Context: an optimization exercise on an open-source flow, tuned for small area. The choices shown serve that exercise and are no tape-out recipe. Only simulation tests tie the RTL to the original design; equivalence was not proved. Power and IR drop assume default switching activity.

## flow/run.sh

```bash
#!/bin/bash
# synth_recipe.tcl (not shown) runs the flow's synth.tcl, then flattens the netlist and writes it again
# the make line also repeats each setting of config.mk as NAME=value (left out here)
make -C /OpenROAD-flow-scripts/flow DESIGN_CONFIG=/design/flow/config.mk WORK_HOME=/design/flow/orfs CLKGATE_MAP_FILE= SYNTH_SCRIPT=/design/flow/synth_recipe.tcl finish
```

## flow/design.v

```verilog
module custom_alu_top(
    input             CLK,
    input      [31:0] RA,
    input      [31:0] RB,
    input      [4:0]  ALU_OP,
    output reg [31:0] Y,
    output reg        C
    );
reg [31:0] ra_q;
reg [31:0] rb_q;
reg [4:0]  op_q;
wire [31:0] y_d;
wire        c_d;
custom_alu CUSTOM_ALU(
.RA(ra_q),
.RB(rb_q),
.ALU_OP(op_q),
.Y(y_d),
.C(c_d)
);
always @(posedge CLK) begin
    ra_q <= RA;
    rb_q <= RB;
    op_q <= ALU_OP;
    Y    <= y_d;
    C    <= c_d;
end
endmodule

`timescale 1ns / 1ps
module custom_alu(
    input [31:0] RA,
    input [31:0] RB,
    input [4:0] ALU_OP,
    output reg [31:0] Y,
    output reg C
    );
always@(*)begin
    Y = 32'b0;
    C = 1'b0;
    case (ALU_OP)
        5'b00000: begin
            Y = RA+RB;
            C = Y!=0;
        end
        5'b00001: begin
            Y = RA-RB;
            C = Y!=0;
        end
        5'b00010: begin
            Y = RA^RB;
            C = Y!=0;
        end
        5'b00011: begin
            Y = {31'b0, (RA!=0)^(RB!=0)};
            C = Y!=0;
        end
        5'b00100: begin
            Y = ~(RA^RB);
            C = Y!=0;
        end
        5'b00101: begin
            Y = {31'b0, ~((RA!=0)^(RB!=0))};
            C = Y!=0;
        end
        5'b00110: begin
            Y = RA|RB;
            C = Y!=0;
        end
        5'b00111: begin
            Y = RA||RB;
            C = Y!=0;
        end
        5'b01000: begin
            Y = RA&RB;
            C = Y!=0;
        end
        5'b01001: begin
            Y = RA&&RB;
            C = Y!=0;
        end
        5'b01010: begin
            Y = RA<<RB;
            C = Y!=0;
        end
        5'b01011: begin
            Y = RA>>RB;
            C = Y!=0;
        end
        5'b01100: begin
            Y = RA*RB;
            C = Y!=0;
        end
        5'b01101: begin
            Y = (RB==0) ? 32'hFFFFFFFF : RA/RB;
            C = Y!=0;
        end
        5'b01110: begin
            C = RA<RB;
            Y = {31'b0, C};
        end
        5'b01111: begin
            C = RA<=RB;
            Y = {31'b0, C};
        end
        5'b10000: begin
            C = RA>RB;
            Y = {31'b0, C};
        end
        5'b10001: begin
            C = RA>=RB;
            Y = {31'b0, C};
        end
        5'b10010: begin
            C = RA==RB;
            Y = {31'b0, C};
        end
        5'b10011: begin
            C = RA!=RB;
            Y = {31'b0, C};
        end
        5'b10100: begin
            Y = RA;
            C = Y!=0;
        end
        5'b10101: begin
            Y = RB;
            C = Y!=0;
        end
        default: begin
            Y = 32'b0;
            C = 1'b0;
        end
    endcase
end    
endmodule
```

## flow/config.mk

```make
export PLATFORM = sky130hd
export DESIGN_NAME = custom_alu_top
export DESIGN_NICKNAME = custom_alu_top
export VERILOG_FILES = /design/flow/design.v
export SDC_FILE = /design/flow/constraint.sdc
export NUM_CORES = 4
export LEC_CHECK = 0
export CAP_MARGIN = 20
export CORE_MARGIN = 2
export CORE_UTILIZATION = 40
export CTS_CLUSTER_DIAMETER = 60
export CTS_CLUSTER_SIZE = 10
export SLEW_MARGIN = 20
```

## flow/constraint.sdc

```tcl
create_clock -name core_clock -period 75.0 [get_ports {CLK}]
set_input_delay 15.0000 -clock core_clock [delete_from_list [all_inputs] [get_ports {CLK}]]
set_output_delay 15.0000 -clock core_clock [all_outputs]
set_load 0.01 [all_outputs]
```

==> impl_metrics.tcl <==
set metrics [dict create \
    timing.fmax_mhz 13.9 \
    vdd_ir_drop_max_v 0.000227 \
    cts_tree "yes" \
    ys_types 104 \
    critPathMaxFanout 27 \
    p_leak_nw 28.8 \
    finalPower_mw 2.44 \
    power_density_mw_per_mm2 38.9 \
    dieArea_mm2 0.147 \
    clk-insertion-delay-late_ns 0.47 \
    hold_viol 0 \
    final.period_utilization 0.958 \
    io_pins 103 \
    slew_headroom 0.119 \
    fin_skew_ns 0.0351 \
    netlist_top_cells_count "nand2_1 (951), nor2_1 (761), ha_1 (752)" \
    status "no timing/DRC/antenna violations" \
    multi_input_area_mm2 0.0518 \
    drc_errors 0 \
    cpMostUsedCell "ha_1" \
    finalSetupViolCount 0 \
    hp-class "reg2reg" \
    synth_top_area_frac 0.164 \
    post_drt_wl_per_cell_um 31.3 \
    initial_core_util 0.404 \
    grt_max_degree 50 \
    final_antenna_net_count 0 \
    core-area_mm2 0.142 \
    routed_via_density 6.58 \
    areaGrowthSynthToFinish_pct 9.22 \
    ctsHtreeMaxLevel 3 \
    die_h_um 383 \
    track_usage 0.405 \
    routed_wl_um 307000 \
    fillCellCount 14700 \
    place.gp.congestion 1.08 \
    synth_async_sr_flop_share 0 \
    max_cap_viol_count 0 \
    crit_slowest_cell "a2111oi_0" \
    drive_above_1_share 0.0909 \
    cts_buffers 9 \
    final_util 0.442 \
    synth.most_common_cell "nand2_1" \
    path_clk_slew_ns 0.11 \
    end_kind "register" \
    start_kind "register" \
    final_cells 9804 \
    grt_pass1_vias 61800 \
    post_dp_cell_area_mm2 0.0618 \
    synthesis.nets 9081 \
    dp.cells 9759 \
    vias 64500 \
    worstSetupPathType "reg2reg" \
    yosysWarnings 2 \
    clockBufferDepth 2 \
    finalWorstPathRequiredPeriod_ns 71.85 \
    rows 138 \
    postSynthAreaPerCell_um2 7.31 \
    slew_viol_final 0 \
    die_x_um 383 \
    num-nets-final 9130 \
    numPortBuffers 102 \
    slowest_delay_ns 0.70 \
    regArea_mm2 0.00207 \
    overflow 0 \
    worst_pin_slew_ns 1.31 \
    crit_required_ns 75.34 \
    first_pass_iters 7 \
    syn-cell-area_mm2 0.0574 \
    synth_seq_cells 102 \
    synth_top_area_cell "ha_1" \
    antenna_found_initial 23 \
    dr.first_iter.drc_count 8430 \
    dp_hpwl_um 238000 \
    grt_pass1_wl_um 435000 \
    synth_area_leaders "ha_1 (16%), fa_1 (14%), nand2_1 (6.2%), nor2_1 (5.0%), a21oi_1 (4.6%)" \
    synth_flop_cell "dfxtp_1" \
    yosysSeqAreaShare 0.0356 \
    cts.sinks 102 \
    cts-root-buf "clkbuf_16" \
    cp.arrival_ns 72.19 \
    synth_edf_count 0 \
    netlist_instances 7849 \
    design_area_mm2 0.0627 \
]
## what timing repair did
item	CTS	global route
setup buffers	2	12
endpoints found under the setup margin	2	4
gates resized for setup	11	112
hold buffers	0	0
pin swaps	1	13
gates cloned	0	4
## report_power, final
| group | total, mW | switching, mW | internal (mW) | leakage, nW |
|---|---|---|---|---|
| Clock | 0.0556 | 0.0326 | 0.0230 | 0.137 |
| Sequential | 0.0729 | 0.0103 | 0.0626 | 0.860 |
| Combinational | 2.31 | 1.46 | 0.849 | 27.8 |
| Total | 2.44 | 1.50 | 0.935 | 28.8 |
## critical path: cells and delay by family, from the launching register on
| kind | cells | cell delay (ns) |
|---|---|---|
| adder cells (fa/ha/maj) | 31 | 10.37 |
| AO/OA/AOI/OAI | 160 | 37.10 |
| XOR/XNOR | 1 | 0.28 |
| multiplexers | 2 | 0.95 |
| flip-flops | 1 | 0.35 |
| AND/OR/NAND/NOR | 74 | 17.43 |
| buffers and inverters | 24 | 5.04 |
## metrics by stage
step	TNS, ns	hold slack, ns	setup slack, ns
final	0	0.823	3.15
after global routing	-0.143	0.874	-0.143
after CTS	0	0.794	0.0886
after detailed placement	-3.32	0.767	-1.83
after global placement	-2.34	0.780	-1.30
after floorplan	0	0.568	3.00
## cell usage in the layout, fill, tap and decap left out, types with 145 or more instances in the layout
master,n
nand2_1,950
ha_1,752
nor2_1,747
inv_1,681
a21oi_1,513
fa_1,410
o21ai_0,363
buf_4,321
xnor2_1,285
a21o_1,194
nor3_1,183
xor2_1,171
nand3_1,162
o21a_1,145
## registers in the layout, indices dropped and copies added (netlist names)
signal,count
C,1
rb_q,32
Y,32
op_q,5
ra_q,32
## per-layer routing
metal  vias up  track usage  wire length [µm]
met4        14        0.232             21100
met3       931       0.0916             33900
li1      28000            -                 -
met5         -            0               103
met2      4197        0.611            129000
met1     31400        0.531            123000
## area by class of cell
cell class | count | share of cell area
inverters | 700 | 0.0420
flip-flops and latches | 102 | 0.0330
well taps | 1890 | 0.0377
clock inverters | 7 | 0.000938
clock buffers | 9 | 0.00359
multi-input cells | 6658 | 0.826
repair buffers | 427 | 0.0559
diodes | 11 | 0.000439
## cells by family (layout without fill, tap and decap cells)
| family | after synthesis | count (layout) | synth area share |
|---|---|---|---|
| AND/OR/NAND/NOR | 2677 | 2678 | 0.214 |
| adder cells (fa/ha/maj) | 1162 | 1162 | 0.307 |
| flip-flops | 102 | 102 | 0.0356 |
| multiplexers | 230 | 230 | 0.0540 |
| buffers and inverters | 1093 | 1143 | 0.0722 |
| XOR/XNOR | 456 | 456 | 0.0696 |
| other | 0 | 11 | 0 |
| AO/OA/AOI/OAI | 2129 | 2132 | 0.248 |
## path summary, 6_finish.rpt
check	startpoint	end	slack [ns]	depth (start not counted)
worst max-delay path	rb_q[15]	C	3.15	292
worst min register to register	rb_q[5]	Y[8]	0.82	3
worst max register to register	rb_q[15]	C	3.15	292
worst min-delay path	rb_q[5]	Y[8]	0.82	3

-- port drivers added, routing unchanged --
No port has a modelled driver above. Below, the same layout with a new extraction and two added sets of constraints.
Step 1 assumes that a clkbuf_16 drives the clock port and a buf_2 every other input.
Step 2, shift: input delay + t, output delay - t, t = (earliest + latest rising clock arrival at the registers) / 2. This alone moves slack from input paths to output paths.
Three values: ideal, step 1, step 2; two values: the first two.
shift t [ns]: 0.518
slack for setup (ns): 3.148 / 3.148 / 3.148
clock arrival spread, ns: 0.036 / 0.035
worst register clock-pin slew, ns: 0.11 / 0.11
pins driven straight from the clock port: 1
After both steps setup and hold are still met in this run. For this run, drivers alone change the setup slack by 0.000 ns; drivers and shift together by 0.000 ns.
